From an optimization exercise on the open Yosys and OpenROAD flow, aimed at small area; shortcuts taken in it are not production practice.
The RTL was checked by simulation tests, not by an equivalence proof against the original design.

==> flow/design.v <==
module rgb2ycbcr( 
    input clk,
    input rst_n,
    input [15:0] data_rgb,
    output [23:0] data_ycbcr
);
wire [7:0] data_r;
wire [7:0] data_g;
wire [7:0] data_b;
reg [15:0] data_y_t1 , data_y_t2 , data_y_t3 ;
reg [14:0] data_cb_t1, data_cb_t2, data_cb_t3;
reg [14:0] data_cr_t1, data_cr_t2, data_cr_t3;
reg [15:0] data_y ;
reg [15:0] data_cb;
reg [15:0] data_cr;
assign data_r = {data_rgb[15:11], data_rgb[15:13]};
assign data_g = {data_rgb[10:5], data_rgb[10:9]};
assign data_b = {data_rgb[4:0], data_rgb[4:2]};
always@(posedge clk or negedge rst_n) begin
    if(!rst_n) begin
        data_y_t1  <= 0;
        data_y_t2  <= 0;
        data_y_t3  <= 0;
        data_cb_t1 <= 0;
        data_cb_t2 <= 0;
        data_cb_t3 <= 0;
        data_cr_t1 <= 0;
        data_cr_t2 <= 0;
        data_cr_t3 <= 0;
    end
    else begin
        data_y_t1  <= 77  * data_r;
        data_y_t2  <= 150 * data_g;
        data_y_t3  <= 29  * data_b;
        data_cb_t1 <= 43  * data_r;
        data_cb_t2 <= 85  * data_g;
        data_cb_t3 <= 128 * data_b;
        data_cr_t1 <= 128 * data_r;
        data_cr_t2 <= 107 * data_g;
        data_cr_t3 <= 21  * data_b;
    end
end
always@(posedge clk or negedge rst_n) begin
    if(!rst_n) begin
        data_y  <= 0;
        data_cb <= 0;
        data_cr <= 0;
    end
    else begin
        data_y  <= data_y_t1 + data_y_t2 + data_y_t3;
        data_cb <= 16'd32768 - data_cb_t1 - data_cb_t2 + data_cb_t3;
        data_cr <= 16'd32768 + data_cr_t1 - data_cr_t2 - data_cr_t3;
    end
end
assign data_ycbcr = {data_y[15:8], data_cb[15:8], data_cr[15:8]};
endmodule
module ycbcr2gray2binary( 
    input clk,
    input rst_n,
    input [15:0] data_cbcr,
    input [7:0]threshold,
    output [7:0] data_binary
);
wire [7:0] data_cb;
wire [7:0] data_cr;
reg [15:0] cb2;
reg [15:0] cr2;
reg [15:0] cbcr;
reg [20:0] cb2_t;
reg [20:0] cr2_t;
reg [20:0] cbcr_t;
reg [14:0] cb_t;
reg [14:0] cr_t;
reg [15:0] cb_cr_t;
reg [20:0] neg_sum;
reg [20:0] pos_sum;
reg [8:0] x;
assign data_cb = data_cbcr[15:8];
assign data_cr = data_cbcr[7:0];
always@(posedge clk or negedge rst_n) begin
    if(!rst_n) begin
        cb2  <= 16'd0;
        cr2  <= 16'd0;
        cbcr <= 16'd0;
        cb_t   <= 15'd0;
        cr_t   <= 15'd0;
    end
    else begin
        cb2  <= data_cb*data_cb;
        cr2  <= data_cr*data_cr;
        cbcr <= data_cb*data_cr;
        cb_t <= 7'd68*data_cb;
        cr_t <= 7'd51*data_cr;
    end
end
always@(posedge clk or negedge rst_n) begin
    if(!rst_n) begin
        cb2_t   <= 21'd0;
        cr2_t   <= 21'd0;
        cbcr_t  <= 21'd0;
    end
    else begin
        cb2_t   <= 5'd22*cb2;
        cr2_t   <= 5'd15*cr2;
        cbcr_t  <= 5'd8*cbcr;
        cb_cr_t <= cb_t + cr_t;
    end
end
wire [15:0] temp;
assign temp = (cb2_t[20:6] + cr2_t[20:6] + 13'd7880) - (cbcr_t[20:6] + cb_cr_t);
always@(posedge clk or negedge rst_n) begin
    if(!rst_n) begin
        x   <= 9'd0;
    end
    else begin
        if( temp > 320 )
            x <= 9'd320;
        else begin
            x <= temp[8:0];
        end
    end
end
reg [17:0] x3;
reg [17:0] x2;
reg [8:0]  x_t0;
reg [8:0]  x_t1;
reg [17:0] x_t2;
reg [8:0]  x2_t0;
reg [17:0] x2_t1;
reg [17:0] x3_t;
reg [7:0] data_gray;
reg [7:0] data_binary1;
always@(posedge clk or negedge rst_n) begin
    if(!rst_n) begin
        x2   <= 18'd0;
        x_t0 <= 18'd0;
    end
    else begin
        x2   <= x*x;
        x_t0 <= x;
    end
end
always@(posedge clk or negedge rst_n) begin
    if(!rst_n) begin
        x3    <= 18'd0;
        x2_t0 <= 9'd0;
        x_t1  <= 9'd0;
    end
    else begin
        x3    <= x_t0*x2[17:9];
        x2_t0 <= x2[17:9];
        x_t1  <= x_t0;
    end
end
always@(posedge clk or negedge rst_n) begin
    if(!rst_n) begin
        x3_t   <= 18'd0;
        x2_t1  <= 18'd0;
        x_t2   <= 18'd0;
    end
    else begin
        x3_t   <= 3'd7*x3[17:9];
        x2_t1  <= 7'd86*x2_t0;
        x_t2   <= 8'd175*x_t1;
    end
end
always@(posedge clk or negedge rst_n) begin
    if(!rst_n) begin
        data_gray <= 0;
    end
    else begin
        data_gray <= 8'd238 - x3_t[17:1] + x2_t1[17:4] - x_t2[17:6];
    end
end
always@(posedge clk or negedge rst_n) begin
    if(!rst_n) begin
        data_binary1 <= 0;
    end
    else 
    if(data_gray > threshold)
        data_binary1 <= 8'h00;
    else
        data_binary1 <= 8'hff;
end
assign data_binary = data_binary1;
endmodule
module skin_binarize (
    input         clk,
    input         rst_n,
    input  [15:0] data_rgb,
    input  [7:0]  threshold,
    output [7:0]  data_binary
);
wire [23:0] data_ycbcr;
rgb2ycbcr u_2ycbcr (
    .clk        (clk),
    .rst_n      (rst_n),
    .data_rgb   (data_rgb),
    .data_ycbcr (data_ycbcr)
);
ycbcr2gray2binary u_2gray (
    .clk         (clk),
    .rst_n       (rst_n),
    .threshold   (threshold),
    .data_cbcr   (data_ycbcr[15:0]),
    .data_binary (data_binary)
);
endmodule
==> flow/run.sh <==
#!/bin/bash
# synth_recipe.tcl (not shown) runs the flow's synth.tcl, then flattens the netlist and writes it again
# the make line also repeats each setting of config.mk as NAME=value (left out here)
make -C /OpenROAD-flow-scripts/flow DESIGN_CONFIG=/design/flow/config.mk WORK_HOME=/design/flow/orfs CLKGATE_MAP_FILE= SYNTH_SCRIPT=/design/flow/synth_recipe.tcl finish
==> flow/config.mk <==
export PLATFORM = sky130hd
export DESIGN_NAME = skin_binarize
export DESIGN_NICKNAME = skin_binarize
export VERILOG_FILES = /design/flow/design.v
export SDC_FILE = /design/flow/constraint.sdc
export NUM_CORES = 4
export LEC_CHECK = 0
export CAP_MARGIN = 20
export CORE_MARGIN = 2
export CORE_UTILIZATION = 40
export PLACE_DENSITY = 0.6
export SLEW_MARGIN = 20
==> flow/constraint.sdc <==
create_clock -name core_clock -period 10.0 [get_ports {clk}]
set_input_delay 2.0000 -clock core_clock [delete_from_list [all_inputs] [get_ports {clk}]]
set_output_delay 2.0000 -clock core_clock [all_outputs]
set_load 0.01 [all_outputs]
==> reports/summary.txt <==
status - finished clean
gr usage total - 15.1%
cell count after synthesis - 2896
final antenna diode count - 0
Worst R2R Start - u_2gray.x[8]
Yosys top cell area share - 23.0%
Pre-Repair DR Iteration Count - 5
crit-path cells - clkdlybuf4s50_1, ha_1, inv_1, fa_1, inv_1, ha_1, inv_1, fa_1, inv_1, ha_1, o21ai_0, nand2b_1, a311oi_1, o31ai_1, a21oi_1, xnor2_1
Slew Limit Fails - 0
Hold Path Class - reg2reg
antenna violations before repair - 0
drt via density - 4.72
Initial Utilization - 40.4%
Hold Crit Start - u_2gray.cbcr[14]
clk sink count - 292
via count - 18500
Mean Syn Cell Area - 10.4 um2
Routed Antenna Nets - 0
DRT Wirelength - 55.1 mm
r2r worst-path depth - 16
Startpoint Class - input port
area of the multi-input gates - 20200 um2
CP max stage delay - 0.70 ns
CTS root buffer - clkbuf_16
Total Nets Final - 3844
Rel. slew slack - 39.0%
post-synth net total - 3806
Iter 0 DRT Violations - 700
total congestion overflow - 0
Post-CTS Setup Bufs - 0
Final period util - 56.1%
RR Endpoint - u_2gray.x2[17]
htree depth - 2
final setup margin - 4.39 ns
hold endpoint - u_2gray.cbcr_t[17]
clock-pin slew of the registers on the worst-case setup and hold paths - 0.06 ns
critical path required time - 10.49 ns
synthesis-to-finish area growth - 9.03%
most common flop cell mapped by yosys - dfrtp_1
dpl ws - 3.87 ns
cells taking the most area after synthesis - dfrtp_1 (23%), ha_1 (23%), fa_1 (22%), inv_1 (7.8%), xnor2_1 (4.2%)
Slowest-stage cell, CP - clkdlybuf4s50_1
number of synthesized flops with an enable pin - 16
Util after Layout - 44.0%
post-cts resize count - 0
Setup Skew - 0.0275 ns
Clk Latency, worst-skew pair - 0.57 ns
Worst-Margin Slew - 0.916 ns
row count - 100
hold_buf cts - 0
number of global-route vias before repair - 19600
crit path capture type - flip-flop
min Tclk post-route - 5.61 ns
Post-route DRC - 0
Ys Warns - 2
Crit Path Max Fanout - 10
cts bufs inserted - 36
final instance area - 32800 um2
CTS tree - yes
FF+latch count, synth - 292
layout cells sized above 1 - 3.34%
Arr. time, crit path - 6.10 ns
critical path class - in2reg
final setup violation count - 0
Mapped Area - 30100 um2
I/O pin cnt - 34
post-synth top area cell - dfrtp_1
RePlAce Congestion - 0.832
hold depth - 0
Die H - 278 um
die area - 77400 um2
HPWL Detailed - 45.6 mm
worst reg-to-reg setup slack - 4.80 ns
Critical Path Most Common Cell - inv_1
WL per Instance - 14.0 um
largest net degree at the start of global routing - 162
Hold WS - 0.342 ns
CTS max path bufs - 3
Post-DP Area - 31500 um2
Seq/Total Area, Yosys - 24.6%
sequential cell area - 7390 um2
Port Buffers - 33
Critical Path Source - data_rgb[10]
post-synth cell types - 77
core region area - 74400 um2
Fillers - 7008
first-pass GRT wire length - 95.8 mm
Async SR Flop Fraction - 94.5%
die width - 278 um
RSZ-0062 raised after global routing - no
Total Negative Setup Slacks - 0 ns
Fin. Hold Viols - 0
Fmax achieved - 178 MHz
Max-cap violations - 0
[cell type report]
class / count / area share (%)
sequential: 292 / 22.5
inverter: 621 / 7.11
clock inverter: 25 / 1.04
clock buffer: 41 / 2.90
tap: 969 / 3.70
timing repair buffer: 37 / 1.15
multi-input combinational: 1946 / 61.6
[synthesized netlist by cell type (all sizes together), types with 4 or more instances]
| cell | instances |
|---|---|
| inv | 621 |
| ha | 549 |
| fa | 335 |
| dfrtp | 276 |
| nand2 | 163 |
| xnor2 | 145 |
| a21oi | 120 |
| and2 | 114 |
| nor2 | 106 |
| xor2 | 60 |
| o21ai | 52 |
| a21o | 42 |
| clkbuf | 29 |
| nor2b | 28 |
| nand3 | 24 |
| nor3 | 22 |
| o21a | 22 |
| o21bai | 18 |
| edfxtp | 16 |
| nand2b | 15 |
| or3 | 12 |
| and3 | 11 |
| o211ai | 11 |
| a21boi | 9 |
| buf | 8 |
| or2 | 8 |
| a211oi | 6 |
| a41oi | 6 |
| o31ai | 6 |
| a31o | 5 |
| a211o | 4 |
| nand4 | 4 |
[worst max-delay path, delay by kind of cell]
family / cells / cell delay (ns)
AO/OA/AOI/OAI: 4 / 0.83
adder cells (fa/ha/maj): 5 / 2.09
AND/OR/NAND/NOR: 1 / 0.12
buffers and inverters: 5 / 0.92
XOR/XNOR: 1 / 0.13
[sequential cells by signal, indices dropped and copies added, names as in the netlist, 9 cells and up]
signal               flops
u_2gray.cr_t            13
u_2ycbcr.data_cr_t3     11
u_2gray.x3               9
u_2ycbcr.data_cb_t1     13
u_2ycbcr.data_cb_t2     14
u_2gray.cb2_t           15
u_2gray.cb2             15
u_2gray.x2              10
u_2gray.x2_t0            9
u_2gray.cbcr            13
u_2gray.cr2             15
u_2gray.cr2_t           14
u_2ycbcr.data_cr_t2     15
u_2gray.x                9
u_2gray.cb_t            12
u_2gray.x_t1             9
u_2gray.cbcr_t          13
u_2gray.cb_cr_t         16
[worst max-delay path by stage]
| stage | endpoint |
|---|---|
| after floorplan | u_2ycbcr.data_cr_t2[12] |
| after global placement | u_2ycbcr.data_cb_t2[14] |
| after detailed placement | u_2ycbcr.data_cb_t2[14] |
| after CTS | u_2ycbcr.data_cb_t2[14] |
| after global routing | u_2ycbcr.data_cb_t2[13] |
| final | u_2ycbcr.data_cb_t2[14] |
[through the flow]
step / instances
2_1_floorplan: 2896
3_3_place_gp: 3865
3_5_place_dp: 3865
4_1_cts: 3931
5_1_grt: 3931
6_report: 3931
[kinds of logic (layout without fill, tap and decap cells)]
logic type      count (synthesis)  after routing  share of synthesized area [%]
fa+ha+maj                     884            884                           45.1
simple gates                  521            521                           8.52
compound gates                330            330                           7.28
buf+inv                       658            724                           8.31
xor+xnor                      205            205                           5.97
mux                             6              6                          0.212
flops                         292            292                           24.6
[per-layer routing]
metal,track usage [%],part of all wire (%),vias up
met1,18.6,44,9067
met5,0,0,-
li1,-,-,9296
met2,28.2,53,126
met3,1.77,2.2,47
met4,3.08,1.5,0
[cells in the final DEF, fill, tap and decap left out, types with 12 or more instances in the layout]
master / instances
fa_1: 335
or3_1: 12
xnor2_1: 145
and2_1: 114
dfrtp_1: 276
nand2b_1: 15
nor2b_1: 27
nor3_1: 22
clkdlybuf4s50_1: 32
edfxtp_1: 16
nand3_1: 24
xor2_1: 60
o21a_1: 20
ha_1: 549
nand2_1: 163
inv_1: 621
nor2_1: 106
clkbuf_16: 36
o21bai_1: 18
o21ai_0: 48
a21oi_1: 119
a21o_1: 42

[afterwards: timing with drivers on the ports]
Ports are ideal in the flow. The routed layout listed here was re-timed in OpenROAD.
Step 1: set_driving_cell puts a clkbuf_16 on clk and a buf_2 on each other input, an assumption about the parent block.
Step 2 moves the port delays by t, midway between the first and last clock arrival at a register: inputs arrive t later, outputs are due t later. That takes back most of the time a late clock gives input paths.
Slacks: no drivers / after step 1 / after step 2; pairs: no drivers / after step 1.
t (ns): 0.618
setup slack, ns: 4.387 / 4.426 / 3.808
worst setup path at the end: input to register
clock arrival spread, ns: 0.032 / 0.032
slew at the worst register clock pin (ns): 0.07 / 0.07
After both steps setup and hold are still met in this run. For this run, drivers alone change the setup slack by +0.039 ns; drivers and shift together by -0.579 ns.
